What follows belongs to an exercise in optimizing a design on an open flow for small area, a short achievable clock period and few clock cycles; a production flow would make more cautious choices.
Where RTL was checked, it was by simulation tests only, not by an equivalence proof against the original.
Function not checked in run 2: the RTL went through the layout flow alone.
Power and IR drop assume default switching activity.

## flow/design.v (module list and top-level ports; edited modules follow where they fit)
// module alu: 39 lines
// module bcu: 29 lines
// module bpu: 196 lines
// module distri_ram: 20 lines
// module uncond_BHT: 110 lines
// module csr_file: 548 lines
// module decode: 464 lines
// module execute: 268 lines
// module fetch: 105 lines
// module forwarding_unit: 65 lines
// module memory_access: 509 lines
// module tlb: 167 lines
// module ptw: 194 lines
// module mmu_arb: 134 lines
// module mmu: 296 lines
// module muldiv: 170 lines
// module pipeline_control: 43 lines
// module program_counter: 87 lines
// module regfile: 63 lines
// module writeback: 79 lines
// module core_top: 702 lines
module core_top #(
    parameter ADDR_WIDTH        = 32,
    parameter DATA_WIDTH        = 32,
    parameter HART_ID           = 0,
    parameter COND_ENTRY_NUM    = 8,
    parameter COND_DATA_WIDTH   = 32,
    parameter UNCOND_ENTRY_NUM  = 8,
    parameter UNCOND_DATA_WIDTH = 32
)
(
    input                       clk_i,
    input                       rst_i,
    input                       stall_i,
    input  [ADDR_WIDTH-1 : 0]   init_pc_addr_i,
    input  [DATA_WIDTH-1 : 0]   instruction_i,
    input                       instruction_ready_i,
    output [ADDR_WIDTH-1 : 0]   instruction_addr_o,
    output                      instruction_req_o,
    input  [DATA_WIDTH-1 : 0]   data_read_i,
    input                       data_ready_i,
    output [DATA_WIDTH-1 : 0]   data_write_o,
    output [ADDR_WIDTH-1 : 0]   data_addr_o,
    output                      data_rw_o,       
    output [DATA_WIDTH/8-1 : 0] data_byte_enable_o,
    output                      data_req_o,
    input                       ext_irq_i,
    input                       tmr_irq_i,
    input                       sft_irq_i
);
  // ...
==> flow/run.sh <==
#!/bin/bash
# synth_recipe.tcl (not shown) runs the flow's synth.tcl, then flattens the netlist and writes it again
# the make line also repeats each setting of config.mk as NAME=value (left out here)
make -C /OpenROAD-flow-scripts/flow DESIGN_CONFIG=/design/flow/config.mk WORK_HOME=/design/flow/orfs CLKGATE_MAP_FILE= SYNTH_SCRIPT=/design/flow/synth_recipe.tcl finish
==> flow/config.mk <==
export PLATFORM = sky130hd
export DESIGN_NAME = core_top
export DESIGN_NICKNAME = core_top
export VERILOG_FILES = /design/flow/design.v
export SDC_FILE = /design/flow/constraint.sdc
export NUM_CORES = 8
export LEC_CHECK = 0
export CAP_MARGIN = 20
export CORE_MARGIN = 2
export CORE_UTILIZATION = 40
export SLEW_MARGIN = 20
==> flow/constraint.sdc <==
create_clock -name core_clock -period 20.0 [get_ports {clk_i}]
set_input_delay 4.0000 -clock core_clock [delete_from_list [all_inputs] [get_ports {clk_i}]]
set_output_delay 4.0000 -clock core_clock [all_outputs]
set_load 0.01 [all_outputs]
==> results by group, run 1 <==
Pwr
  • Reg power frac: 46.6%
  • Psw: 5.90 mW
  • Gate power share: 11.0%
  • PwrDens: 82.7 nW/um^2
  • Worst VDD drop: 0.0821 mV

Run status
  • Status: no timing/DRC/antenna violations

Critical path
  • Crit path max fanout: 75
  • Kind of critical path: register to register
  • Worst R2R End: Decode.rs1_data2fwd_o[24]
  • Worst R2R Path Depth: 21

Timing
  • Hold Vio Cnt, Final: 0
  • Clk_skew: 90.8 ps
  • Hold slack: 441 ps
  • Slew HR: 4.89%
  • Tightest Pin Transition: 1420 ps

Clock network
  • Clock transition at the registers of the reported paths: 60 ps
  • # H-tree levels: 5
  • Hold bufs inserted after CTS: 0
  • # clock sinks: 4,462
  • # Post-CTS Setup Buffers: 0
  • Clock Latency Late Sink: 1130 ps

Synth
  • Mean post-synth cell area: 10.6 um^2
  • Asr flop ratio synth: 0%
  • Sequential area share after synthesis: 49.7%
  • Adder-Cell Fraction of Synth Area: 1.72%
  • Synth Flop Type: edfxtp_1
  • XOR/XNOR Fraction of Synth Area: 6.96%
  • Top cells by count, synth: edfxtp_1, nand2_1, nor2_1
  • Yosys cell types: 102

Detailed routing
  • Wire length on met1: 386,000 um
  • 1st-pass router iterations: 14

Layout
  • Inserted Diodes: 76
  • Number of sequential cells: 4,462
  • Reg area: 118,000 um^2
  • Cell type taking the most area: registers
  • Max reg flops: 1,024

GRT
  • M3 GR Usage: 9.18%
Testbench counts, summed over its fixed seeds: cycles 84,421.
==> module tlb, before the edit <==
module tlb # (
    parameter TLB_ENTRIES = 4
)(
    input wire          clk_i,
    input wire          rst_i,
    input wire          flush_i,
    input  wire         flush_type_i,
    input  wire [31: 0] fulsh_vaddr_i,
    input  wire [31: 0] fulsh_asid_i,
    input wire          enable_i,
    input wire [ 8: 0]  asid_i,
    input wire          update_vld_i,
    input wire [19: 0]  update_tag_i,
    input wire [31: 0]  update_content_i,
    input wire          update_content_is_4MB_i,
    input  wire [31: 0] vaddr_i,
    output wire         hit_o,
    output wire [31: 0] paddr_o,
    output wire [31: 0] content_o
);
integer i;
genvar  g;
reg  [ 9: 0] tag_vpn_1_r      [0 : TLB_ENTRIES - 1];
reg  [ 9: 0] tag_vpn_0_r      [0 : TLB_ENTRIES - 1];
reg  [31: 0] content_r        [0 : TLB_ENTRIES - 1];
wire [11: 0] content_ppn_1    [0 : TLB_ENTRIES - 1];
wire [ 9: 0] content_ppn_0    [0 : TLB_ENTRIES - 1];
wire [ 1: 0] content_rsw      [0 : TLB_ENTRIES - 1];
wire         content_D        [0 : TLB_ENTRIES - 1];
wire         content_A        [0 : TLB_ENTRIES - 1];
wire         content_G        [0 : TLB_ENTRIES - 1];
wire         content_U        [0 : TLB_ENTRIES - 1];
wire         content_X        [0 : TLB_ENTRIES - 1];
wire         content_W        [0 : TLB_ENTRIES - 1];
wire         content_R        [0 : TLB_ENTRIES - 1];
wire         content_V        [0 : TLB_ENTRIES - 1];        
reg          content_is_4MB_r [0 : TLB_ENTRIES - 1];
reg          content_valid_r  [0 : TLB_ENTRIES - 1];
reg [ 8: 0]  content_asid_r   [0 : TLB_ENTRIES - 1];
wire [ 9: 0] vaddr_i_vpn_1;
wire [ 9: 0] vaddr_i_vpn_0;
reg [0 : TLB_ENTRIES - 1] tlb_sel;
reg [33: 0]               tlb_paddr [0 : TLB_ENTRIES - 1];
reg [$clog2(TLB_ENTRIES) - 1 : 0] FIFO_cnt_r;
assign vaddr_i_vpn_1 = vaddr_i[31:22];
assign vaddr_i_vpn_0 = vaddr_i[21:12];
always@(*) begin
    for(i = 0; i < TLB_ENTRIES; i = i + 1) begin
        if(content_valid_r[i] && (tag_vpn_1_r[i] == vaddr_i_vpn_1)) begin
            if(content_is_4MB_r[i]) begin
                tlb_sel[i]   = 'b1;
                tlb_paddr[i] = {content_ppn_1[i], vaddr_i[21:0]};
            end else begin
                if(tag_vpn_0_r[i] == vaddr_i_vpn_0) begin
                    tlb_sel[i]   = 'b1;
                    tlb_paddr[i] = {content_ppn_1[i], content_ppn_0[i], vaddr_i[11:0]};
                end else begin
                    tlb_sel[i]   = 'b0;
                    tlb_paddr[i] = 'd0;
                end
            end    
        end else begin
            tlb_sel[i]   = 'b0;
            tlb_paddr[i] = 'd0;
        end
    end
end
always@(posedge clk_i) begin
    if(rst_i) begin
        for(i = 0; i < TLB_ENTRIES; i = i +1) begin
            content_valid_r[i]    <= 'b0;
        end
    end else if(flush_i) begin
        for(i = 0; i < TLB_ENTRIES; i = i +1) begin
            if(flush_type_i) begin
                if((content_is_4MB_r[i] && fulsh_vaddr_i[31:22] == {tag_vpn_1_r[i]}) || (fulsh_vaddr_i[31:12] == {tag_vpn_1_r[i],tag_vpn_0_r[i]})) begin
                    if(!fulsh_asid_i) begin
                        content_valid_r[i]    <= (content_asid_r[i] == fulsh_asid_i[8:0])?content_G[i]:content_valid_r[i];
                    end else begin
                        content_valid_r[i]    <= 0;
                    end
                end
            end else begin
                if(!fulsh_asid_i) begin
                    content_valid_r[i]    <= (content_asid_r[i] == fulsh_asid_i[8:0])?content_G[i]:content_valid_r[i];
                end else begin
                    content_valid_r[i]    <= 0;
                end
            end
        end
    end else if(update_vld_i) begin
        content_valid_r[FIFO_cnt_r] <= 'b1;
    end
end
always@(posedge clk_i) begin
    if(update_vld_i) begin
        content_asid_r[FIFO_cnt_r] <= asid_i;
    end
end
always@(posedge clk_i) begin
    if(update_vld_i) begin
        content_r[FIFO_cnt_r] <= update_content_i;
    end
end
generate
    for(g = 0; g < TLB_ENTRIES ; g = g + 1) 
    begin : content_gen
        assign content_ppn_1[g] = content_r[g][31:20];
        assign content_ppn_0[g] = content_r[g][19:10];
        assign content_rsw[g]   = content_r[g][ 9: 8];
        assign content_D[g]     = content_r[g][7];
        assign content_A[g]     = content_r[g][6];
        assign content_G[g]     = content_r[g][5];
        assign content_U[g]     = content_r[g][4];
        assign content_X[g]     = content_r[g][3];
        assign content_W[g]     = content_r[g][2];
        assign content_R[g]     = content_r[g][1];
        assign content_V[g]     = content_r[g][0];
    end
endgenerate
always@(posedge clk_i) begin
    if(update_vld_i) begin
        content_is_4MB_r[FIFO_cnt_r] <= update_content_is_4MB_i;
    end
end
always@(posedge clk_i) begin
    if(rst_i) begin
        for(i = 0; i < TLB_ENTRIES; i = i +1) begin
            tag_vpn_1_r[i] <= 'd0;
            tag_vpn_0_r[i] <= 'd0;
        end
    end else if(update_vld_i) begin
        tag_vpn_1_r[FIFO_cnt_r] <= update_tag_i[19:10];
        tag_vpn_0_r[FIFO_cnt_r] <= update_tag_i[ 9: 0];
    end
end
always @(posedge clk_i) begin
    if (rst_i) begin
        FIFO_cnt_r <= 'd0;
    end else if (update_vld_i) begin
        FIFO_cnt_r <= FIFO_cnt_r + 'd1;
    end
end
assign hit_o = (|tlb_sel);
generate
    for(g = 0; g < TLB_ENTRIES ; g = g + 1) 
    begin : paddr_o_gen
        wire [33:0] paddr_temp;
        if(g == 0)
            assign paddr_temp = {(34){tlb_sel[g]}} & tlb_paddr[g];
        else
            assign paddr_temp = paddr_o_gen[g-1].paddr_temp | ( {(34){tlb_sel[g]}} & tlb_paddr[g] );
    end
    assign paddr_o = paddr_o_gen[TLB_ENTRIES-1].paddr_temp[31:0];
endgenerate
generate
    for(g = 0; g < TLB_ENTRIES ; g = g + 1) 
    begin : content_o_gen
        wire [31:0] content_temp;
        if(g == 0)
            assign content_temp = {(32){tlb_sel[g]}} & content_r[g];
        else
            assign content_temp = content_o_gen[g-1].content_temp | ( {(32){tlb_sel[g]}} & content_r[g] );
    end
    assign content_o = content_o_gen[TLB_ENTRIES-1].content_temp;
endgenerate
endmodule
==> module mmu, before the edit <==
module mmu #(
    parameter INSTR_TLB_ENTRIES     = 4,
    parameter DATA_TLB_ENTRIES      = 4,
    parameter ASID_WIDTH            = 9
) (
    input  wire         clk_i,
    input  wire         rst_i,
    input  wire         flush_i,
    input  wire         flush_type_i,
    input  wire [31: 0] fulsh_vaddr_i,
    input  wire [31: 0] fulsh_asid_i,
    input  wire         enable_i,
    input  wire [21: 0] root_ppn_i,
    input  wire [ 8: 0] asid_i,
    input  wire [ 1: 0] privilege_lvl_i,
    input  wire [ 1: 0] ld_st_privilege_lvl_i,
    input  wire         mxr_i,
    input  wire         sum_i,
    input  wire         i_req_vld_i,          
    input  wire [31: 0] i_req_vaddr_i,        
    output wire         i_req_vld_o,          
    output wire [31: 0] i_req_paddr_o,         
    input  wire         d_req_vld_i,          
    input  wire [31: 0] d_req_vaddr_i,        
    input  wire [31: 0] d_req_data_i,
    input  wire         d_req_rw_i,           
    input  wire [ 3: 0] d_req_byte_enable_i,
    output wire         d_req_vld_o,
    output wire [31: 0] d_req_paddr_o,
    output wire [31: 0] d_req_data_o,
    output wire         d_req_rw_o,           
    output wire [ 3: 0] d_req_byte_enable_o,
    input  wire         i_rtrn_vld_i,
    input  wire [31: 0] i_rtrn_data_i,
    output wire         i_rtrn_vld_o,
    output wire [31: 0] i_rtrn_data_o,
    output wire [31: 0] i_rtrn_vaddr_o,
    input  wire         d_rtrn_vld_i,
    input  wire [31: 0] d_rtrn_data_i,
    output wire         d_rtrn_vld_o,
    output wire [31: 0] d_rtrn_data_o,
    output wire         i_exp_vld_o,
    output wire [ 3: 0] i_exp_cause_o,
    output wire [31: 0] i_exp_tval_o,
    output wire         d_exp_vld_o,
    output wire [ 3: 0] d_exp_cause_o,
    output wire [31: 0] d_exp_tval_o
);
    reg          itlb_req_vld_r;
    reg  [31: 0] itlb_paddr_r;
    reg  [31: 0] itlb_vaddr_r;
    reg          itlb_content_U_r;
    reg          itlb_content_R_r;
    reg          itlb_content_X_r;
    reg          pmp_i_exp_vld;
    reg  [ 3: 0] i_exp_cause;
    reg  [31: 0] i_exp_tval;
    wire         hit_itlb;
    wire [31: 0] paddr_itlb;
    wire [31: 0] itlb_content;
    reg          dtlb_req_vld_r;
    reg  [31: 0] dtlb_paddr_r;
    reg          dtlb_content_U_r;
    reg          dtlb_content_R_r;
    reg          dtlb_content_W_r;
    reg          dtlb_content_D_r;
    reg          dtlb_content_X_r;
    reg          pmp_d_exp_vld;
    reg  [ 3: 0] d_exp_cause;
    reg  [31: 0] d_exp_tval;
    wire         hit_dtlb;
    wire [31: 0] paddr_dtlb;        
    wire [31: 0] dtlb_content;
    wire         itlb_miss_vld = (enable_i && !hit_itlb && i_req_vld_i);
    wire         update_vld_ptw2itlb;
    wire [31: 0] update_content_ptw2itlb;
    wire         update_content_is_4MB_ptw2itlb;
    wire         dtlb_miss_vld = (enable_i && !hit_dtlb && d_req_vld_i);
    wire         update_vld_ptw2dtlb;
    wire [31: 0] update_content_ptw2dtlb;
    wire         update_content_is_4MB_ptw2dtlb;
    wire         req_vld_d2arb;   
    wire [31: 0] req_paddr_d2arb;
    wire [31: 0] req_data_d2arb;
    wire         req_rw_d2arb;
    wire [ 3: 0] req_byte_enable_d2arb;
    wire         req_vld_ptw2arb;
    wire         req_rw_ptw2arb;
    wire [ 3: 0] req_byte_enable_ptw2arb;
    wire [31: 0] req_addr_ptw2arb;
    wire         rtrn_vld_arb2ptw;
    wire         ptw_i_exp_vld;
    wire         ptw_d_exp_vld;
    wire [31: 0] rtrn_data_arb2ptw;
    always@(posedge clk_i) begin
        if(rst_i) begin
            itlb_req_vld_r   <= 0;
            itlb_paddr_r     <= 0;
            itlb_vaddr_r     <= 0;
            itlb_content_U_r <= 0;
            itlb_content_R_r <= 0;
            itlb_content_X_r <= 0;
        end if(enable_i && hit_itlb && i_req_vld_i && !flush_i) begin
            itlb_req_vld_r   <= 1;
            itlb_paddr_r     <= paddr_itlb;
            itlb_vaddr_r     <= i_req_vaddr_i;
            itlb_content_U_r <= itlb_content[4];
            itlb_content_R_r <= itlb_content[1];
            itlb_content_X_r <= itlb_content[3];
        end else if(i_rtrn_vld_i || i_exp_vld_o) begin
            itlb_req_vld_r   <= 0;
            itlb_paddr_r     <= 0;
            itlb_vaddr_r     <= 0;
            itlb_content_U_r <= 0;
            itlb_content_R_r <= 0;
            itlb_content_X_r <= 0;
        end
    end
    always@(*) begin
        if(itlb_req_vld_r && 
            ((!itlb_content_X_r && !itlb_content_R_r)  || 
             (privilege_lvl_i == 'd0 && !itlb_content_U_r) || 
             (privilege_lvl_i == 'd1 &&  itlb_content_U_r)) ) begin
            pmp_i_exp_vld   = 1'b1;
        end else begin
            pmp_i_exp_vld   = 1'b0;
        end
    end
    always@(*) begin
        i_exp_cause = 'd12;
        i_exp_tval  = i_req_vaddr_i;
    end
    reg update_dtlb_done;
    always@(posedge clk_i) begin
        if(rst_i) begin
            update_dtlb_done <= 0;
        end else begin
            update_dtlb_done <= update_vld_ptw2dtlb;
        end
    end
    always@(posedge clk_i) begin
        if(rst_i) begin
            dtlb_req_vld_r   <= 0;
            dtlb_paddr_r     <= 0;
            dtlb_content_U_r <= 0;
            dtlb_content_R_r <= 0;
            dtlb_content_W_r <= 0;
            dtlb_content_D_r <= 0;
            dtlb_content_X_r <= 0;
        end if(enable_i && hit_dtlb && (d_req_vld_i || update_dtlb_done)) begin
            dtlb_req_vld_r   <= 1;
            dtlb_paddr_r     <= paddr_dtlb;
            dtlb_content_U_r <= dtlb_content[4];
            dtlb_content_R_r <= dtlb_content[1];
            dtlb_content_W_r <= dtlb_content[2];
            dtlb_content_D_r <= dtlb_content[7];
            dtlb_content_X_r <= dtlb_content[3];
        end else if(d_rtrn_vld_o || d_exp_vld_o) begin
            dtlb_req_vld_r   <= 0;
            dtlb_paddr_r     <= 0;
            dtlb_content_U_r <= 0;
            dtlb_content_R_r <= 0;
            dtlb_content_W_r <= 0;
            dtlb_content_D_r <= 0;
            dtlb_content_X_r <= 0;
        end
    end
    always@(*) begin
        if(dtlb_req_vld_r && 
            ((!mxr_i && !dtlb_content_R_r) ||
             (mxr_i  && !dtlb_content_R_r && !dtlb_content_X_r) ||
             (d_req_rw_i && (!dtlb_content_W_r || !dtlb_content_D_r)) ||
             (              ld_st_privilege_lvl_i == 0   && !dtlb_content_U_r) || 
             (sum_i == 0 && ld_st_privilege_lvl_i == 'd1 && dtlb_content_U_r)) ) begin
                pmp_d_exp_vld   = 1'b1;
        end else begin
            pmp_d_exp_vld   = 1'b0;
        end
    end
    always@(*) begin
        d_exp_tval = d_req_vaddr_i;
        if(d_req_rw_i) begin
            d_exp_cause = 'd15;
        end else begin
            d_exp_cause = 'd13;
        end
    end
    assign req_vld_d2arb           = (enable_i)?(!d_exp_vld_o && dtlb_req_vld_r):d_req_vld_i;
    assign req_paddr_d2arb         = (enable_i)?dtlb_paddr_r                    :d_req_vaddr_i;
    assign req_data_d2arb          = d_req_data_i;
    assign req_rw_d2arb            = d_req_rw_i;
    assign req_byte_enable_d2arb   = d_req_byte_enable_i;
    assign i_req_vld_o   = (enable_i)?(!i_exp_vld_o && !i_rtrn_vld_o && itlb_req_vld_r):i_req_vld_i;
    assign i_req_paddr_o = (enable_i)?itlb_paddr_r                    :i_req_vaddr_i;
    assign i_rtrn_vld_o   = i_rtrn_vld_i;
    assign i_rtrn_data_o  = i_rtrn_data_i;
    assign i_rtrn_vaddr_o = (enable_i && !ptw_i_exp_vld)?itlb_vaddr_r                    :i_req_vaddr_i;
    assign i_exp_vld_o   = pmp_i_exp_vld || ptw_i_exp_vld;
    assign i_exp_cause_o = i_exp_cause;
    assign i_exp_tval_o  = i_exp_tval; 
    assign d_exp_vld_o   = pmp_d_exp_vld || ptw_d_exp_vld;
    assign d_exp_cause_o = d_exp_cause;
    assign d_exp_tval_o  = d_exp_tval; 
    tlb #(
    ) itlb (
        .clk_i(clk_i),
        .rst_i(rst_i),
        .flush_i(flush_i),
        .flush_type_i(flush_type_i),
        .fulsh_vaddr_i(fulsh_vaddr_i),
        .fulsh_asid_i(fulsh_asid_i),
        .enable_i(enable_i),
        .asid_i(asid_i),
        .update_vld_i(update_vld_ptw2itlb),
        .update_tag_i(i_req_vaddr_i[31:12]),
        .update_content_i(update_content_ptw2itlb),
        .update_content_is_4MB_i(update_content_is_4MB_ptw2itlb),
        .vaddr_i(i_req_vaddr_i),
        .hit_o(hit_itlb),
        .paddr_o(paddr_itlb),
        .content_o(itlb_content)
    );
    tlb #(
    ) dtlb (
        .clk_i(clk_i),
        .rst_i(rst_i),
        .flush_i(flush_i),
        .flush_type_i(flush_type_i),
        .fulsh_vaddr_i(fulsh_vaddr_i),
        .fulsh_asid_i(fulsh_asid_i),
        .enable_i(enable_i),
        .asid_i(asid_i),
        .update_vld_i(update_vld_ptw2dtlb),
        .update_tag_i(d_req_vaddr_i[31:12]),
        .update_content_i(update_content_ptw2dtlb),
        .update_content_is_4MB_i(update_content_is_4MB_ptw2dtlb),
        .vaddr_i(d_req_vaddr_i),
        .hit_o(hit_dtlb),
        .paddr_o(paddr_dtlb),
        .content_o(dtlb_content)
    );
    ptw #(
    ) Ptw (
        .clk_i(clk_i),
        .rst_i(rst_i),
        .flush_i(flush_i),
        .itlb_miss_i(itlb_miss_vld),
        .i_vaddr_i(i_req_vaddr_i),
        .itlb_update_vld_o(update_vld_ptw2itlb),
        .itlb_update_content_o(update_content_ptw2itlb),
        .itlb_update_content_is_4MB_o(update_content_is_4MB_ptw2itlb),
        .dtlb_miss_i(dtlb_miss_vld),
        .d_vaddr_i(d_req_vaddr_i),
        .dtlb_update_vld_o(update_vld_ptw2dtlb),
        .dtlb_update_content_o(update_content_ptw2dtlb),
        .dtlb_update_content_is_4MB_o(update_content_is_4MB_ptw2dtlb),
        .req_vld_o(req_vld_ptw2arb),        
        .req_addr_o(req_addr_ptw2arb),      
        .req_rw_o(req_rw_ptw2arb),          
        .req_byte_enable_o(req_byte_enable_ptw2arb),
        .rtrn_vld_i(rtrn_vld_arb2ptw),
        .rtrn_data_i(rtrn_data_arb2ptw),
        .root_ppn_i(root_ppn_i),
        .asid_i(asid_i),
        .privilege_lvl_i(privilege_lvl_i),
        .i_exp_vld_o(ptw_i_exp_vld),
        .d_exp_vld_o(ptw_d_exp_vld)
    );
    mmu_arb #(
    ) MMU_arb (
        .clk_i(clk_i),
        .rst_i(rst_i),
        .flush_i(flush_i),
        .d_req_vld_i(req_vld_d2arb),   
        .d_req_paddr_i(req_paddr_d2arb),    
        .d_req_data_i(req_data_d2arb),
        .d_req_rw_i(req_rw_d2arb),       
        .d_req_byte_enable_i(req_byte_enable_d2arb),
        .d_rtrn_vld_o(d_rtrn_vld_o),
        .d_rtrn_data_o(d_rtrn_data_o),
        .ptw_req_vld_i(req_vld_ptw2arb),    
        .ptw_req_paddr_i(req_addr_ptw2arb),    
        .ptw_req_data_i('d0),
        .ptw_req_rw_i(req_rw_ptw2arb),      
        .ptw_req_byte_enable_i(req_byte_enable_ptw2arb),
        .ptw_rtrn_vld_o(rtrn_vld_arb2ptw),
        .ptw_rtrn_data_o(rtrn_data_arb2ptw),
        .d_req_vld_o(d_req_vld_o),    
        .d_req_paddr_o(d_req_paddr_o),       
        .d_req_data_o(d_req_data_o),
        .d_req_rw_o(d_req_rw_o),      
        .d_req_byte_enable_o(d_req_byte_enable_o),
        .d_rtrn_vld_i(d_rtrn_vld_i),
        .d_rtrn_data_i(d_rtrn_data_i)
    );
endmodule
==> module muldiv, before the edit <==
module muldiv#(parameter DATA_WIDTH = 32)
(
    input                         clk_i,
    input                         rst_i,
    input                         stall_i,
    input  [DATA_WIDTH-1 : 0]     a_i,
    input  [DATA_WIDTH-1 : 0]     b_i,
    input                         req_i,
    input  [ 2 : 0]               operation_sel_i,
    output reg [DATA_WIDTH-1 : 0] muldiv_result_o,
    output reg                    ready_o
);
function [DATA_WIDTH-1 : 0] twos;
    input [DATA_WIDTH-1 : 0] num;
    twos = ~num + 1'b1;
endfunction
function [DATA_WIDTH-1 : 0] abs;
    input [DATA_WIDTH-1 : 0] num;
    abs = num[DATA_WIDTH-1] ? twos(num) : num;
endfunction
wire operation_mul, operation_mulh, operation_mulhsu, operation_mulhu,
     operation_div, operation_divu, operation_rem, operation_remu;
assign operation_mul = (operation_sel_i == 3'b000);
assign operation_mulh = (operation_sel_i == 3'b001);
assign operation_mulhsu = (operation_sel_i == 3'b010);
assign operation_mulhu = (operation_sel_i == 3'b011);
assign operation_div = (operation_sel_i == 3'b100);
assign operation_divu = (operation_sel_i == 3'b101);
assign operation_rem = (operation_sel_i == 3'b110);
assign operation_remu = (operation_sel_i == 3'b111);
wire is_divider, is_a_zero, is_b_zero,
     is_a_neg, is_b_neg, signed_adjust, mul_overflow;
assign is_divider = operation_sel_i[2];
assign is_a_zero = (a_i == 32'b0);
assign is_b_zero = (b_i == 32'b0);
assign is_a_neg  = a_i[31] & (operation_mulh | operation_mulhsu | operation_div | operation_rem);
assign is_b_neg  = b_i[31] & (operation_mulh | operation_div | operation_rem);
assign signed_adjust = is_a_neg ^ is_b_neg;
assign mul_overflow   = (is_a_neg & (a_i[30: 0] == 31'b0));
wire [DATA_WIDTH-1 : 0] op_a, op_b;
assign op_a = ( | is_a_neg) ? abs(a_i) : a_i;
assign op_b = ( | is_b_neg) ? abs(b_i) : b_i;
wire                    is_calc_done;
reg  [DATA_WIDTH-1 : 0] reg32;
reg  [DATA_WIDTH*2 : 0] result;        
reg  [ 5 : 0]           cnt;
assign is_calc_done = ~|cnt;
wire [DATA_WIDTH-1 : 0] mull, mulh, quotient, remainder;
assign mull = result[31: 0];
assign mulh = result[63: 32];
assign quotient = result[31: 0];
assign remainder = result[64: 33];
localparam S_IDLE    = 2'b00,
           S_CALC    = 2'b01,
           S_SIGN_ADJUST = 2'b10,
           S_DONE    = 2'b11;
reg [1 : 0] S, S_nxt;
always @(posedge clk_i)
begin
    if (rst_i)
        S <= S_IDLE;
    else
        S <= S_nxt;
end
always @( * )
begin
    case (S)
        S_IDLE:
            S_nxt = ( | req_i) ?
            (is_a_zero | is_b_zero) ? S_DONE : S_CALC
                : S_IDLE;
        S_CALC:
            S_nxt = ( | is_calc_done) ? S_SIGN_ADJUST : S_CALC;
        S_SIGN_ADJUST:
            S_nxt = S_DONE;
        S_DONE:
            if(stall_i)
                S_nxt = S_DONE;
            else
                S_nxt = S_IDLE;
        default:
            S_nxt = S_IDLE;
    endcase
end
wire mul_add = ( | result[0]);
wire div_sub = (result[63: 32] >= reg32);
wire [32 : 0] adder_opa, adder_opb;
assign adder_opa = is_divider ? twos(reg32) : reg32;
assign adder_opb = result[63: 32];
wire [32 : 0] adder_tmp = adder_opa + adder_opb;
wire [64 : 0] result_tmp = {adder_tmp, result[31: 0]};
always @(posedge clk_i)
begin
    if ( (S == S_IDLE) & req_i)
    begin
        if ( | is_divider)
        begin                    
            if (is_b_zero)
            begin                    
                result[64: 33] <= a_i;
                result[32]  <= 1'b0;
                result[31: 0] <= {32{1'b1}};
            end
            else
            begin
                cnt <= 'd32;
                reg32 <= op_b;
                result <= {1'b0, 32'b0, op_a};   
            end
        end
        else
        begin                                
            if (is_a_zero | is_b_zero)
            begin
                result <= 65'b0;
            end
            else
            begin
                cnt <= 'd31;
                reg32 <= op_a;
                result <= {1'b0, 32'b0, op_b};   
            end
        end
    end
    else if (S == S_CALC)
    begin
        cnt <= cnt - 'd1;
        if ( | is_divider)
        begin
            result <= ( | div_sub) ? {result_tmp[63 : 0], 1'b1} : {result[63 : 0], 1'b0};        
        end
        else
        begin
            result <= ( | mul_add) ? {1'b0, result_tmp[64 : 1]} : {1'b0, result[64 : 1]};        
        end
    end
    else if (S == S_SIGN_ADJUST)
    begin
        if ( | is_divider)
        begin
            result[64: 33] <= ( | is_a_neg) ? twos(remainder) : remainder;
            result[31: 0] <= ( | signed_adjust) ? twos(quotient) : quotient;
        end
        else
        begin
            result <= (operation_mulh | operation_mulhu) ? ( | signed_adjust) ? -result : result
       : ( | operation_mulhsu) ? ( | is_a_neg) ? -result : result
       : result;
        end
    end
end
always @(posedge clk_i)
begin
    if (S == S_DONE)
        ready_o <= 1;
    else
        ready_o <= 0;
end
always @(posedge clk_i)
begin
    if (S == S_DONE)
        muldiv_result_o <= ( {32{operation_mul}} & mull)
                      | ( {32{operation_mulh | operation_mulhsu | operation_mulhu}} & mulh)
                      | ( {32{operation_div | operation_divu}} & quotient)
                      | ( {32{operation_rem | operation_remu}} & remainder)
                      ;
    else
        muldiv_result_o <= muldiv_result_o;
end
endmodule    
==> module regfile, before the edit <==
module regfile #( parameter stack_pointer_addr = 32'h0000_4000, DATA_WIDTH = 32 )
(
    input                       clk_i,
    input                       rst_i,
    input  [4: 0]               rs1_addr_i,
    input  [4: 0]               rs2_addr_i,
    input                       regfile_we_i,
    input  [4: 0]               rd_addr_i,
    input  [DATA_WIDTH - 1 : 0] rd_data_i,
    output [DATA_WIDTH - 1 : 0] rs1_data_o,
    output [DATA_WIDTH - 1 : 0] rs2_data_o
);
wire we = regfile_we_i & ( | rd_addr_i);  
reg [31 : 0] rf [0 : 31];
assign rs1_data_o = (we & (rs1_addr_i == rd_addr_i)) ? rd_data_i : rf[rs1_addr_i];
assign rs2_data_o = (we & (rs2_addr_i == rd_addr_i)) ? rd_data_i : rf[rs2_addr_i];
integer i;
always @(posedge clk_i)
begin
    if (rst_i)
    begin
        rf[0 ] <= 32'b0;
        rf[1 ] <= stack_pointer_addr;
        rf[2 ] <= stack_pointer_addr;
        rf[3 ] <= 32'b0;
        rf[4 ] <= 32'b0;
        rf[5 ] <= 32'b0;
        rf[6 ] <= 32'b0;
        rf[7 ] <= 32'b0;
        rf[8 ] <= 32'b0;
        rf[9 ] <= 32'b0;
        rf[10] <= 32'b0;
        rf[11] <= 32'b0;
        rf[12] <= 32'b0;
        rf[13] <= 32'b0;
        rf[14] <= 32'b0;
        rf[15] <= 32'b0;
        rf[16] <= 32'b0;
        rf[17] <= 32'b0;
        rf[18] <= 32'b0;
        rf[19] <= 32'b0;
        rf[20] <= 32'b0;
        rf[21] <= 32'b0;
        rf[22] <= 32'b0;
        rf[23] <= 32'b0;
        rf[24] <= 32'b0;
        rf[25] <= 32'b0;
        rf[26] <= 32'b0;
        rf[27] <= 32'b0;
        rf[28] <= 32'b0;
        rf[29] <= 32'b0;
        rf[30] <= 32'b0;
        rf[31] <= 32'b0;
    end
    else
    begin
        if (we)
        begin
            rf[rd_addr_i] <= rd_data_i;
        end
    end
end
endmodule    
==> run 2, diff against run 1 <==
--- a/flow/design.v
+++ b/flow/design.v
@@ -2406,7 +2406,8 @@
 wire [ 9: 0] vaddr_i_vpn_0;
 reg [0 : TLB_ENTRIES - 1] tlb_sel;
 reg [33: 0]               tlb_paddr [0 : TLB_ENTRIES - 1];
-reg [$clog2(TLB_ENTRIES) - 1 : 0] FIFO_cnt_r;
+localparam IW = (TLB_ENTRIES > 1) ? $clog2(TLB_ENTRIES) : 1;
+reg [IW - 1 : 0] FIFO_cnt_r;
 assign vaddr_i_vpn_1 = vaddr_i[31:22];
 assign vaddr_i_vpn_0 = vaddr_i[21:12];
 always@(*) begin
@@ -2503,7 +2504,7 @@
     if (rst_i) begin
         FIFO_cnt_r <= 'd0;
     end else if (update_vld_i) begin
-        FIFO_cnt_r <= FIFO_cnt_r + 'd1;
+        FIFO_cnt_r <= (FIFO_cnt_r == TLB_ENTRIES - 1) ? 'd0 : FIFO_cnt_r + 'd1;
     end
 end
 assign hit_o = (|tlb_sel);
@@ -3065,6 +3066,7 @@
     assign d_exp_cause_o = d_exp_cause;
     assign d_exp_tval_o  = d_exp_tval; 
     tlb #(
+        .TLB_ENTRIES(1)
     ) itlb (
         .clk_i(clk_i),
         .rst_i(rst_i),
@@ -3084,6 +3086,7 @@
         .content_o(itlb_content)
     );
     tlb #(
+        .TLB_ENTRIES(1)
     ) dtlb (
         .clk_i(clk_i),
         .rst_i(rst_i),
@@ -3170,162 +3173,124 @@
     output reg [DATA_WIDTH-1 : 0] muldiv_result_o,
     output reg                    ready_o
 );
-function [DATA_WIDTH-1 : 0] twos;
-    input [DATA_WIDTH-1 : 0] num;
-    twos = ~num + 1'b1;
-endfunction
-function [DATA_WIDTH-1 : 0] abs;
-    input [DATA_WIDTH-1 : 0] num;
-    abs = num[DATA_WIDTH-1] ? twos(num) : num;
+localparam S_IDLE  = 2'b00,
+           S_CALC  = 2'b01,
+           S_SETUP = 2'b10,
+           S_DONE  = 2'b11;
+reg [1 : 0] S;
+wire op_div    = operation_sel_i[2];
+wire signed_a  = (operation_sel_i == 3'b001) | (operation_sel_i == 3'b010) |
+                 (operation_sel_i == 3'b100) | (operation_sel_i == 3'b110);
+wire signed_b  = (operation_sel_i == 3'b001) |
+                 (operation_sel_i == 3'b100) | (operation_sel_i == 3'b110);
+wire neg_a     = a_i[31] & signed_a;
+wire neg_b     = b_i[31] & signed_b;
+wire a_zero    = (a_i == 32'b0);
+wire b_zero    = (b_i == 32'b0);
+wire [31:0] abs_a = neg_a ? (~a_i + 32'd1) : a_i;
+wire [31:0] abs_b = neg_b ? (~b_i + 32'd1) : b_i;
+reg  [2:0]  op_r;
+reg         neg_a_r, neg_b_r;
+reg  [32:0] X;
+reg  [31:0] Y;
+reg  [32:0] Z;
+reg  [3:0]  cnt;               
+wire [39:0] pp   = Z[31:0] * Y[7:0];
+wire [39:0] msum = {8'b0, X[31:0]} + pp;
+function [5:0] clz32;
+    input [31:0] v;
+    integer k;
+    begin
+        clz32 = 6'd32;
+        for (k = 0; k < 32; k = k + 1)
+            if (v[k]) clz32 = 6'd31 - k;
+    end
 endfunction
-wire operation_mul, operation_mulh, operation_mulhsu, operation_mulhu,
-     operation_div, operation_divu, operation_rem, operation_remu;
-assign operation_mul = (operation_sel_i == 3'b000);
-assign operation_mulh = (operation_sel_i == 3'b001);
-assign operation_mulhsu = (operation_sel_i == 3'b010);
-assign operation_mulhu = (operation_sel_i == 3'b011);
-assign operation_div = (operation_sel_i == 3'b100);
-assign operation_divu = (operation_sel_i == 3'b101);
-assign operation_rem = (operation_sel_i == 3'b110);
-assign operation_remu = (operation_sel_i == 3'b111);
-wire is_divider, is_a_zero, is_b_zero,
-     is_a_neg, is_b_neg, signed_adjust, mul_overflow;
-assign is_divider = operation_sel_i[2];
-assign is_a_zero = (a_i == 32'b0);
-assign is_b_zero = (b_i == 32'b0);
-assign is_a_neg  = a_i[31] & (operation_mulh | operation_mulhsu | operation_div | operation_rem);
-assign is_b_neg  = b_i[31] & (operation_mulh | operation_div | operation_rem);
-assign signed_adjust = is_a_neg ^ is_b_neg;
-assign mul_overflow   = (is_a_neg & (a_i[30: 0] == 31'b0));
-wire [DATA_WIDTH-1 : 0] op_a, op_b;
-assign op_a = ( | is_a_neg) ? abs(a_i) : a_i;
-assign op_b = ( | is_b_neg) ? abs(b_i) : b_i;
-wire                    is_calc_done;
-reg  [DATA_WIDTH-1 : 0] reg32;
-reg  [DATA_WIDTH*2 : 0] result;        
-reg  [ 5 : 0]           cnt;
-assign is_calc_done = ~|cnt;
-wire [DATA_WIDTH-1 : 0] mull, mulh, quotient, remainder;
-assign mull = result[31: 0];
-assign mulh = result[63: 32];
-assign quotient = result[31: 0];
-assign remainder = result[64: 33];
-localparam S_IDLE    = 2'b00,
-           S_CALC    = 2'b01,
-           S_SIGN_ADJUST = 2'b10,
-           S_DONE    = 2'b11;
-reg [1 : 0] S, S_nxt;
+wire [5:0]  clz_a   = clz32(X[31:0]);
+wire [5:0]  clz_b   = clz32(Z[31:0]);
+wire        a_lt_b  = (X[31:0] < Z[31:0]);
+wire [4:0]  sh      = clz_b[4:0] - clz_a[4:0];    
+wire [4:0]  sh_even = sh | 5'd1;
+wire [32:0] d_init  = {1'b0, Z[31:0]} << (sh + {4'b0, ~sh[0]});
+wire [33:0] t1   = {1'b0, X} - {1'b0, Z};
+wire        q1   = ~t1[33];
+wire [32:0] r1   = q1 ? t1[32:0] : X;
+wire [32:0] d1   = {1'b0, Z[32:1]};
+wire [33:0] t2   = {1'b0, r1} - {1'b0, d1};
+wire        q2   = ~t2[33];
+wire [32:0] r2   = q2 ? t2[32:0] : r1;
 always @(posedge clk_i)
 begin
     if (rst_i)
         S <= S_IDLE;
     else
-        S <= S_nxt;
+        case (S)
+            S_IDLE:  if (req_i) S <= (a_zero | b_zero) ? S_DONE : (op_div ? S_SETUP : S_CALC);
+            S_SETUP: S <= a_lt_b ? S_DONE : S_CALC;
+            S_CALC:  if (cnt == 4'd0) S <= S_DONE;
+            S_DONE:  if (!stall_i) S <= S_IDLE;
+        endcase
 end
-always @( * )
+always @(posedge clk_i)
 begin
     case (S)
         S_IDLE:
-            S_nxt = ( | req_i) ?
-            (is_a_zero | is_b_zero) ? S_DONE : S_CALC
-                : S_IDLE;
-        S_CALC:
-            S_nxt = ( | is_calc_done) ? S_SIGN_ADJUST : S_CALC;
-        S_SIGN_ADJUST:
-            S_nxt = S_DONE;
-        S_DONE:
-            if(stall_i)
-                S_nxt = S_DONE;
-            else
-                S_nxt = S_IDLE;
-        default:
-            S_nxt = S_IDLE;
-    endcase
-end
-wire mul_add = ( | result[0]);
-wire div_sub = (result[63: 32] >= reg32);
-wire [32 : 0] adder_opa, adder_opb;
-assign adder_opa = is_divider ? twos(reg32) : reg32;
-assign adder_opb = result[63: 32];
-wire [32 : 0] adder_tmp = adder_opa + adder_opb;
-wire [64 : 0] result_tmp = {adder_tmp, result[31: 0]};
-always @(posedge clk_i)
-begin
-    if ( (S == S_IDLE) & req_i)
-    begin
-        if ( | is_divider)
-        begin                    
-            if (is_b_zero)
-            begin                    
-                result[64: 33] <= a_i;
-                result[32]  <= 1'b0;
-                result[31: 0] <= {32{1'b1}};
-            end
-            else
-            begin
-                cnt <= 'd32;
-                reg32 <= op_b;
-                result <= {1'b0, 32'b0, op_a};   
-            end
-        end
-        else
-        begin                                
-            if (is_a_zero | is_b_zero)
-            begin
-                result <= 65'b0;
+            if (req_i) begin
+                op_r    <= operation_sel_i;
+                neg_a_r <= neg_a & ~b_zero;
+                neg_b_r <= neg_b & ~b_zero;
+                cnt     <= 4'd3;
+                if (a_zero | b_zero) begin
+                    X <= {1'b0, (b_zero & op_div) ? a_i : 32'b0};
+                    Y <= (b_zero & op_div) ? 32'hFFFF_FFFF : 32'b0;
+                end else if (op_div) begin
+                    X <= {1'b0, abs_a};
+                    Y <= 32'b0;
+                    Z <= {1'b0, abs_b};
+                end else begin
+                    X <= 33'b0;
+                    Y <= abs_b;
+                    Z <= {1'b0, abs_a};
+                end
             end
-            else
-            begin
-                cnt <= 'd31;
-                reg32 <= op_a;
-                result <= {1'b0, 32'b0, op_b};   
+        S_SETUP: begin
+            Z   <= d_init;
+            cnt <= sh_even[4:1];
+        end
+        S_CALC: begin
+            cnt <= cnt - 4'd1;
+            if (op_r[2]) begin
+                X <= r2;
+                Z <= {2'b0, Z[32:2]};
+                Y <= {Y[29:0], q1, q2};
+            end else begin
+                X <= {1'b0, msum[39:8]};
+                Y <= {msum[7:0], Y[31:8]};
             end
         end
-    end
-    else if (S == S_CALC)
-    begin
-        cnt <= cnt - 'd1;
-        if ( | is_divider)
-        begin
-            result <= ( | div_sub) ? {result_tmp[63 : 0], 1'b1} : {result[63 : 0], 1'b0};        
-        end
-        else
-        begin
-            result <= ( | mul_add) ? {1'b0, result_tmp[64 : 1]} : {1'b0, result[64 : 1]};        
-        end
-    end
-    else if (S == S_SIGN_ADJUST)
-    begin
-        if ( | is_divider)
-        begin
-            result[64: 33] <= ( | is_a_neg) ? twos(remainder) : remainder;
-            result[31: 0] <= ( | signed_adjust) ? twos(quotient) : quotient;
-        end
-        else
-        begin
-            result <= (operation_mulh | operation_mulhu) ? ( | signed_adjust) ? -result : result
-       : ( | operation_mulhsu) ? ( | is_a_neg) ? -result : result
-       : result;
-        end
-    end
+        default: ;
+    endcase
 end
-always @(posedge clk_i)
+wire        y_zero = (Y == 32'b0);
+wire [31:0] x_neg  = ~X[31:0] + {31'b0, (op_r[2] | y_zero)};
+wire [31:0] y_neg  = ~Y + 32'd1;
+wire        neg_ab = neg_a_r ^ neg_b_r;
+always @(*)
 begin
-    if (S == S_DONE)
-        ready_o <= 1;
-    else
-        ready_o <= 0;
+    case (op_r)
+        3'b000:         muldiv_result_o = Y;
+        3'b001, 3'b010,
+        3'b011:         muldiv_result_o = neg_ab ? x_neg : X[31:0];
+        3'b100, 3'b101: muldiv_result_o = neg_ab ? y_neg : Y;
+        default:        muldiv_result_o = neg_a_r ? x_neg : X[31:0];
+    endcase
 end
 always @(posedge clk_i)
 begin
     if (S == S_DONE)
-        muldiv_result_o <= ( {32{operation_mul}} & mull)
-                      | ( {32{operation_mulh | operation_mulhsu | operation_mulhu}} & mulh)
-                      | ( {32{operation_div | operation_divu}} & quotient)
-                      | ( {32{operation_rem | operation_remu}} & remainder)
-                      ;
+        ready_o <= 1;
     else
-        muldiv_result_o <= muldiv_result_o;
+        ready_o <= 0;
 end
 endmodule    
 `timescale 1ns / 1ps
@@ -3474,55 +3439,24 @@
     output [DATA_WIDTH - 1 : 0] rs2_data_o
 );
 wire we = regfile_we_i & ( | rd_addr_i);  
-reg [31 : 0] rf [0 : 31];
-assign rs1_data_o = (we & (rs1_addr_i == rd_addr_i)) ? rd_data_i : rf[rs1_addr_i];
-assign rs2_data_o = (we & (rs2_addr_i == rd_addr_i)) ? rd_data_i : rf[rs2_addr_i];
-integer i;
-always @(posedge clk_i)
-begin
-    if (rst_i)
-    begin
-        rf[0 ] <= 32'b0;
-        rf[1 ] <= stack_pointer_addr;
-        rf[2 ] <= stack_pointer_addr;
-        rf[3 ] <= 32'b0;
-        rf[4 ] <= 32'b0;
-        rf[5 ] <= 32'b0;
-        rf[6 ] <= 32'b0;
-        rf[7 ] <= 32'b0;
-        rf[8 ] <= 32'b0;
-        rf[9 ] <= 32'b0;
-        rf[10] <= 32'b0;
-        rf[11] <= 32'b0;
-        rf[12] <= 32'b0;
-        rf[13] <= 32'b0;
-        rf[14] <= 32'b0;
-        rf[15] <= 32'b0;
-        rf[16] <= 32'b0;
-        rf[17] <= 32'b0;
-        rf[18] <= 32'b0;
-        rf[19] <= 32'b0;
-        rf[20] <= 32'b0;
-        rf[21] <= 32'b0;
-        rf[22] <= 32'b0;
-        rf[23] <= 32'b0;
-        rf[24] <= 32'b0;
-        rf[25] <= 32'b0;
-        rf[26] <= 32'b0;
-        rf[27] <= 32'b0;
-        rf[28] <= 32'b0;
-        rf[29] <= 32'b0;
-        rf[30] <= 32'b0;
-        rf[31] <= 32'b0;
-    end
-    else
-    begin
-        if (we)
+reg  [31 : 0] rf [1 : 31];
+wire [31 : 0] wd_zero = rst_i ? 32'b0 : rd_data_i;
+wire [31 : 0] wd_sp   = rst_i ? stack_pointer_addr : rd_data_i;
+wire [31 : 0] rf_rs1 = (rs1_addr_i == 5'd0) ? 32'b0 : rf[rs1_addr_i];
+wire [31 : 0] rf_rs2 = (rs2_addr_i == 5'd0) ? 32'b0 : rf[rs2_addr_i];
+assign rs1_data_o = (we & (rs1_addr_i == rd_addr_i)) ? rd_data_i : rf_rs1;
+assign rs2_data_o = (we & (rs2_addr_i == rd_addr_i)) ? rd_data_i : rf_rs2;
+genvar g;
+generate
+    for (g = 1; g < 32; g = g + 1)
+    begin : regs
+        always @(posedge clk_i)
         begin
-            rf[rd_addr_i] <= rd_data_i;
+            if (rst_i | (we & (rd_addr_i == g)))
+                rf[g] <= (g == 1 || g == 2) ? wd_sp : wd_zero;
         end
     end
-end
+endgenerate
 endmodule    
 `timescale 1ns / 1ps
 module writeback #( parameter DATA_WIDTH = 32 )
==> results by group, run 2 <==
Run status
  • Status: no timing/DRC/antenna violations

Worst hold path
  • Hold Path Stages: 0
  • Hold EP: MMU.dtlb.content_r[0][2]
  • Hold Path Class: register to register
  • Origin of the worst min-delay path: MMU.Ptw.rtrn_data_r[2]

Layout
  • Nets: 22,600
  • Final Instance Area: 247,000 um^2
  • Fill count: 51,900
  • Max reg flops: 992 (-3.1%)
  • Most frequent cells in the layout: nand2_1, edfxtp_1, dfxtp_1
  • Top reg by flops: Register_File.rf
  • Commonest non-fill, non-tap cell in the layout: nand2_1
  • Layout Cells excl Fill: 29,600
  • Final core utilization: 45.1%
  • P&R area growth vs syn: 12.1%
  • Layout cells sized above 1: 9.60%

Detailed routing
  • Via count: 196,000
  • 1st-pass router iterations: 17 (+3)
  • Avg WL per Cell: 35.7 um
  • Final ANT Viol Nets: 0
  • Vias/cell: 6.61
  • Starting DRC count in detailed routing: 31,600
  • Drt drc: 0
  • Post-Route WL: 1,060,000 um

Timing
  • Hold Vio Cnt, Final: 0 (unchanged)
  • Final Cycle Share: 56.3%
  • Max Fclk: 88.7 MHz
  • TNS Setup: 0 ps
  • Count of final max-slew check failures: 0
  • Hold slack: 425 ps (-15.6 ps)
  • Final WS setup: 8730 ps
  • Clk_skew: 60.0 ps (-30.8 ps)
  • Final setup vio count: 0
  • RSZ-0062 raised after global routing: no
  • Post-layout minimum cycle time: 11,270 ps
  • Tightest Pin Transition: 1380 ps (-35.7 ps)
  • Slew HR: 7.10% (+2.2 points)

Pwr
  • Clock Power Share: 35.9%
  • Overall Power: 23.4 mW
  • Worst VDD drop: 0.168 mV (+100%)
  • Sw Ratio: 32.4%
  • PwrDens: 94.7 nW/um^2 (+14%)
  • Reg power frac: 39.9% (-6.7 points)
  • Gate power share: 24.2% (+13 points)
  • Int Pwr: 15.9 mW
  • Psw: 7.58 mW (+29%)
  • Static leakage: 88.8 nW

Clock network
  • Worst-case clock buffer depth: 4
  • CTS Root Cell: clkbuf_16
  • Clock Latency Late Sink: 1080 ps (-50 ps)
  • # H-tree levels: 5 (unchanged)
  • # Post-CTS Setup Buffers: 0 (unchanged)
  • Clock transition at the registers of the reported paths: 70 ps (about the same)
  • Post-cts resize count: 0
  • # clock sinks: 4,052 (-9.2%)
  • CTS Buf Count: 428
  • Hold bufs inserted after CTS: 0 (unchanged)
  • CTS tree: yes

Synth
  • Adder-Cell Fraction of Synth Area: 4.10% (+2.4 points)
  • Gate count after technology mapping: 22,300
  • XOR/XNOR Fraction of Synth Area: 6.42% (-0.54 points)
  • Post-synth top area share: 32.9%
  • Synth Area in Compound Gates: 17.4%
  • Post-synthesis mux area share: 5.12%
  • Number of synthesized register bits: 4,052
  • Synth Flop Type: edfxtp_1
  • Sequential area share after synthesis: 47.7% (-2.0 points)
  • Post-Synth Simple-Gate Area: 15.1%
  • Asr flop ratio synth: 0% (unchanged)
  • Mean post-synth cell area: 9.89 um^2 (-6.6%)
  • Top cells by count, synth: nand2_1, edfxtp_1, dfxtp_1
  • Yosys cell types: 117 (+15%)
  • Post-synth top area cell: edfxtp_1
  • Synthesized area: 221,000 um^2
  • Top cells by area, synth: edfxtp_1, dfxtp_1, nand2_1, mux2i_1, xnor2_1
  • Ys Warns: 63
  • Top-count cell post-synth: nand2_1
  • Post-synth EDFFs: 2,419
  • Largest family of logic cells by synthesized area: compound AO/OA/AOI/OAI gates

Critical path
  • Crit path from: Memory_Access.mem_addr_alignment_r[0]
  • R2R Path Start: Memory_Access.mem_addr_alignment_r[0]
  • CP Capture Type: register
  • Worst Path Buf+Inv: 4
  • Critical path arrival: 12,250 ps
  • Max stage delay on crit path: 940 ps
  • CP cell instances: buf_4 -> mux4_2 -> a22o_1 -> a211oi_1 -> a21oi_1 -> mux2i_1 -> inv_1 -> ha_1 -> a21o_1 -> a21o_1 -> a21o_1 -> a31oi_1 -> nand2_1 -> o211a_1 -> a2111oi_2 -> buf_4 -> mux2_2 -> nand3_1 -> or4_1 -> or3_2 -> buf_4 -> nor2_1 -> a221o_1
  • Slowest-stage cell, CP: or4_1
  • Reg2reg setup slack: 8730 ps
  • Kind of critical path: register to register
  • Delay-heaviest family, CP: compound AO/OA/AOI/OAI gates
  • Crit path launch type: register
  • Worst R2R Path Depth: 23 (+9.5%)
  • WP data required: 20,990 ps
  • Crit path max fanout: 69 (-8.0%)
  • Worst R2R End: Decode.imm_o[17]

Placement
  • Port bufs: 205
  • RePlAce Congestion: 1.03
  • Pre-CTS setup slack: 9300 ps
  • Inst Count DP: 28,700
  • Hpwl dp: 709,000 um
  • Cell area after placement: 233,000 um^2

Die
  • I/O Pins: 207
  • Die Span Y: 747 um
  • Core ar.: 549,000 um^2
  • Placement Rows: 272
  • Die W: 747 um
  • Total die area: 558,000 um^2
  • Starting density of the core: 40.2%

GRT
  • Tot GR Track Use: 36.2%
  • Initial antenna violation count: 99
  • Vias in the first global route: 180,000
  • Grt total ovfl: 0
  • Global-route wire length before repair: 1,440,000 um
  • Largest net degree at the start of global routing: 190

Job
  • Max-cap violation count: 0
## run 2: cell count changes after synthesis, sizes merged, moves of 225 or more
cell	before	now
a22oi	319	711
mux4	686	37
xor2	1055	676
o21ai	803	1028
inv	280	533
nor2	1977	1228
nand2	2474	2813
edfxtp	2806	2419
## run 2: routing by layer
layer  vias to the layer above  GRT usage [%]  wire, um
li1                      81100              -         -
met1                     95800           44.4    376000
met2                     14800           52.5    436000
met3                      4084           11.5    141000
met4                        58           28.4    104000
met5                         -              0       397
## run 2: cell families after synthesis
group | count (synthesis)
AOI/OAI and AO/OA | 5578
and+or+nand+nor | 7044
adders and majority gates | 593
buffers and inverters | 2389
muxes | 1060
xor gates and xnor gates | 1619
DFF | 4052
## run 2: worst max path at each step
stage / endpoint / slack (ps) / cells after the start
after floorplan: JAL_BHT.uncond_branch_pc_table[1][0] / 10660 / 6
after global placement: Decode.imm_o[15] / 9370 / 23
after detailed placement: Decode.imm_o[17] / 9300 / 23
after CTS: Decode.imm_o[17] / 9190 / 23
after global routing: Decode.imm_o[19] / 8850 / 23
final: Decode.imm_o[17] / 8730 / 23
## run 2: power by group through the flow
stage	combinational (mW)	clock, mW	sequential, mW
after floorplan	3.81	0	9.36
after global placement	5.48	0	9.51
after detailed placement	5.51	0	9.51
after CTS	5.54	8.39	9.33
after global routing	6.15	8.69	9.36
final	5.68	8.41	9.35
## run 2: layout make-up
class / instances / area, um^2 / share of cell area (%)
Clock buffer: 568 / 11900 / 4.81
Clock inverter: 228 / 2530 / 1.02
Multi-Input combinational cell: 15900 / 108000 / 43.7
Antenna cell: 72 / 180 / 0.0728
Tap cell: 7261 / 9080 / 3.67
Sequential cell: 4052 / 105000 / 42.6
Inverter: 541 / 2040 / 0.824
Timing Repair Buffer: 993 / 8050 / 3.25
==> run 3, diff against run 2 <==
--- a/flow/design.v
+++ b/flow/design.v
@@ -3224,12 +3224,7 @@
     if (rst_i)
         S <= S_IDLE;
     else
-        case (S)
-            S_IDLE:  if (req_i) S <= (a_zero | b_zero) ? S_DONE : (op_div ? S_SETUP : S_CALC);
-            S_SETUP: S <= a_lt_b ? S_DONE : S_CALC;
-            S_CALC:  if (cnt == 4'd0) S <= S_DONE;
-            S_DONE:  if (!stall_i) S <= S_IDLE;
-        endcase
+        S <= S_nxt;
 end
 always @(posedge clk_i)
 begin
@@ -3285,12 +3280,23 @@
         default:        muldiv_result_o = neg_a_r ? x_neg : X[31:0];
     endcase
 end
+reg [1:0] S_nxt;
+always @(*)
+begin
+    S_nxt = S;
+    case (S)
+        S_IDLE:  if (req_i) S_nxt = (a_zero | b_zero) ? S_DONE : (op_div ? S_SETUP : S_CALC);
+        S_SETUP: S_nxt = a_lt_b ? S_DONE : S_CALC;
+        S_CALC:  if (cnt == 4'd0) S_nxt = S_DONE;
+        S_DONE:  if (!stall_i) S_nxt = S_IDLE;
+    endcase
+end
 always @(posedge clk_i)
 begin
-    if (S == S_DONE)
-        ready_o <= 1;
-    else
+    if (rst_i)
         ready_o <= 0;
+    else
+        ready_o <= (S == S_DONE) | (S_nxt == S_DONE);
 end
 endmodule    
 `timescale 1ns / 1ps
==> results by group, run 3 <==
Synth
  • Top cells by area, synth: edfxtp_1, dfxtp_1, nand2_1, mux2i_1, xnor2_1
  • Synth Flop Type: edfxtp_1
  • Synthesized area: 221,000 um^2 (+0.14%)
  • Yosys cell types: 116 (-0.85%)
  • Top cells by count, synth: nand2_1, edfxtp_1, dfxtp_1
  • Post-synth EDFFs: 2,419 (unchanged)
  • Sequential area share after synthesis: 47.6% (-0.067 points)
  • Number of synthesized register bits: 4,052 (unchanged)
  • Asr flop ratio synth: 0% (unchanged)
  • Gate count after technology mapping: 22,200 (-0.56%)
  • Top-count cell post-synth: nand2_1
  • Post-synth top area cell: edfxtp_1
  • Mean post-synth cell area: 9.96 um^2 (+0.70%)
  • Ys Warns: 63 (unchanged)
  • Post-synth top area share: 32.9% (-0.047 points)

Layout
  • Layout cells sized above 1: 9.68% (+0.087 points)
  • Most frequent cells in the layout: nand2_1, edfxtp_1, dfxtp_1
  • Top reg by flops: Register_File.rf
  • Max reg flops: 992 (unchanged)
  • Fill count: 52,200 (+0.45%)
  • Final core utilization: 44.8% (-0.21 points)
  • Nets: 22,400 (-0.79%)
  • Commonest non-fill, non-tap cell in the layout: nand2_1
  • P&R area growth vs syn: 11.9%

Detailed routing
  • 1st-pass router iterations: 11 (-6)
  • Via count: 195,000 (-0.55%)
  • Vias/cell: 6.62 (about the same)
  • Drt drc: 0 (unchanged)
  • Avg WL per Cell: 35.5 um (-0.70%)
  • Final ANT Viol Nets: 0 (unchanged)
  • Post-Route WL: 1,040,000 um (-1.3%)
  • Starting DRC count in detailed routing: 31,700 (+0.24%)

Critical path
  • Reg2reg setup slack: 8970 ps (+240 ps)
  • CP Capture Type: register
  • Worst R2R End: Decode.inputA_sel_o[1]
  • Worst R2R Path Depth: 21 (-8.7%)
  • Slowest-stage cell, CP: dfxtp_2
  • Critical Path Most Common Cell: buf_4
  • Crit path max fanout: 51 (-26%)
  • Crit path launch type: register
  • Max stage delay on crit path: 1010 ps (+70 ps)
  • CP cell instances: mux4_2 -> a22oi_2 -> nand2_1 -> mux2i_1 -> nor2_1 -> a21oi_1 -> inv_1 -> ha_1 -> nand4_1 -> nor4_1 -> nand3_1 -> o211ai_1 -> mux2i_1 -> a21oi_1 -> a211oi_2 -> buf_4 -> a2111oi_4 -> buf_4 -> and3_4 -> buf_4 -> a22oi_1
  • Critical path arrival: 11,890 ps (-360 ps)
  • Kind of critical path: register to register
  • R2R Path Start: Memory_Access.mem_addr_alignment_r[0]
  • WP data required: 20,860 ps (-130 ps)

Die
  • Total die area: 559,000 um^2 (+0.14%)
  • Die W: 748 um (about the same)
  • Starting density of the core: 40.1% (-0.12 points)
  • Placement Rows: 273 (+0.37%)
  • I/O Pins: 207 (unchanged)
  • Die Span Y: 748 um (about the same)
  • Core ar.: 552,000 um^2 (+0.43%)

Clock network
  • Post-cts resize count: 0 (unchanged)
  • Worst-case clock buffer depth: 4 (unchanged)
  • # H-tree levels: 5 (unchanged)
  • # Post-CTS Setup Buffers: 0 (unchanged)
  • Clock transition at the registers of the reported paths: 60 ps (about the same)
  • CTS Root Cell: clkbuf_16
  • CTS Buf Count: 430 (+0.47%)
  • # clock sinks: 4,052 (unchanged)
  • CTS tree: yes
  • Hold bufs inserted after CTS: 0 (unchanged)
  • Clock Latency Late Sink: 1140 ps (+60 ps)

Timing
  • RSZ-0062 raised after global routing: no
  • Slew HR: 10.7% (+3.6 points)
  • Clk_skew: 118 ps (+58.2 ps)
  • Final setup vio count: 0 (unchanged)
  • Hold Vio Cnt, Final: 0 (unchanged)
  • Post-layout minimum cycle time: 11,030 ps (-243 ps)
  • Count of final max-slew check failures: 0 (unchanged)
  • Final WS setup: 8970 ps (+243 ps)
  • Tightest Pin Transition: 1330 ps (-51.3 ps)
  • Max Fclk: 90.7 MHz (+2.2%)
  • Final Cycle Share: 55.1% (-1.2 points)
  • TNS Setup: 0 ps (unchanged)

Pwr
  • Static leakage: 88.4 nW (-0.50%)
  • Overall Power: 25.9 mW (+11%)
  • Worst VDD drop: 0.227 mV (+35%)
  • PwrDens: 105 nW/um^2 (+11%)

GRT
  • Largest net degree at the start of global routing: 208 (+9.5%)
  • Tot GR Track Use: 35.5% (-0.64 points)
  • M3 GR Usage: 10.2% (-1.3 points)
  • GR Layer Usage met2: 51.5% (-0.94 points)
  • GR peak layer: met2
  • Grt total ovfl: 0 (unchanged)
  • Initial antenna violation count: 80 (-19%)
  • Vias in the first global route: 178,000 (-1.0%)
  • Global-route wire length before repair: 1,420,000 um (-1.6%)
  • Met1 GRT Util: 45.5% (+1.1 points)

Run status
  • Status: no timing/DRC/antenna violations

Worst hold path
  • Hold EP: Memory_Access.csr_we_data_r[5]
  • Hold Path Stages: 1 (+1)
  • Hold Path Class: register to register
  • Origin of the worst min-delay path: Execute.csr_we_data_o[5]

Job
  • Max-cap violation count: 0 (unchanged)

Placement
  • Pre-CTS setup slack: 9100 ps (-202 ps)
  • Port bufs: 205 (unchanged)
  • RePlAce Congestion: 1.02 (-0.35%)
  • Hpwl dp: 694,000 um (-2.0%)
[run 3: per-layer routing]
| layer | share of wire [%] | vias to the layer above |
|---|---|---|
| met4 | 8.8 | 50 |
| met1 | 37 | 95500 |
| met2 | 41 | 14700 |
| li1 | - | 80800 |
| met3 | 13 | 3733 |
| met5 | 0.030 | - |
[run 3: stage by stage]
step / cells / area, um^2 / hold WS [ps]
after global placement: 28600 / 233000 / 388
after floorplan: 22200 / 221000 / 386
final: 29400 / 247000 / 398
after global routing: 29400 / 247000 / 431
after CTS: 29400 / 247000 / 410
after detailed placement: 28600 / 233000 / 403
[run 3: worst max-delay path: cells and delay by family (launching register included)]
family | cells | cell delay (ps)
adder cells (fa/ha/maj) | 1 | 350
flip-flops | 1 | 1010
AO/OA/AOI/OAI | 7 | 3860
buffers and inverters | 4 | 1840
AND/OR/NAND/NOR | 6 | 1770
multiplexers | 3 | 1710
[run 3: how the worst max path moves through the flow]
stage                                                startpoint                      to  slack [ps]  cells after the start
after global routing      Memory_Access.mem_addr_alignment_r[0]  Decode.inputA_sel_o[1]        8970                     22
after detailed placement                           data_ready_i        Decode.is_jalr_o        9100                     17
after global placement                             data_ready_i        Decode.imm_o[31]        9120                     17
after CTS                 Memory_Access.mem_addr_alignment_r[0]  Decode.inputA_sel_o[1]        9470                     22
after floorplan                                    data_ready_i                register       11150                     10
final                     Memory_Access.mem_addr_alignment_r[0]  Decode.inputA_sel_o[1]        8970                     21
[run 3: kinds of logic after synthesis]
logic type / synth area share (%)
XOR/XNOR: 6.36
AO/OA/AOI/OAI: 17.6
buffers and inverters: 4.14
multiplexers: 5.53
flip-flops: 47.6
adder cells (fa/ha/maj): 4.10
AND/OR/NAND/NOR: 14.7
[run 3: power breakdown]
part | switching, mW | internal (mW) | leakage [nW]
combinational | 5.01 | 3.10 | 44.1
clock | 3.64 | 4.74 | 7.03
sequential | 0.313 | 9.12 | 37.3
[run 3: cell type report]
class / count / area [um^2] / area share, %
timing repair buffer: 968 / 8010 / 3.24
antenna: 51 / 128 / 0.0516
clock buffer: 572 / 11900 / 4.81
clock inverter: 225 / 2480 / 1.00
sequential: 4052 / 105000 / 42.6
tap: 7287 / 9120 / 3.69
multi-input combinational: 15800 / 108000 / 43.8
inverter: 509 / 1920 / 0.775
Testbench counts of run 3, summed over its fixed seeds: cycles 52,429.

==> separate check: timing with driven ports <==
How much do the figures lean on ideal ports? The routed layouts below were timed once more, with nothing changed but the port constraints.
Step 1 sets driving cells, clkbuf_16 on the clock port and buf_2 on the other inputs (assumed; they add their load-dependent delay and slew).
Step 2 also shifts input and output timing later by t, the mid clock arrival at the registers, as if the neighbouring blocks saw the same clock.
a / b / c = no drivers / after step 1 / after step 2; a / b = the first two.
| run | t (ns) | slack for setup (ns) | worst setup path at the end | worst register clock-pin slew, ns |
|---|---|---|---|---|
| run 1 | 1.223 | 8.890 / 8.890 / 8.890 | register to register | 0.08 / 0.08 |
| run 2 | 1.181 | 8.732 / 8.732 / 8.732 | register to register | 0.07 / 0.07 |
| run 3 | 1.178 | 8.975 / 8.975 / 8.694 | input to register | 0.07 / 0.07 |
After both steps setup and hold are still met in every run listed. For run 3, which loses most, drivers alone change the setup slack by 0.000 ns; drivers and shift together by -0.281 ns.
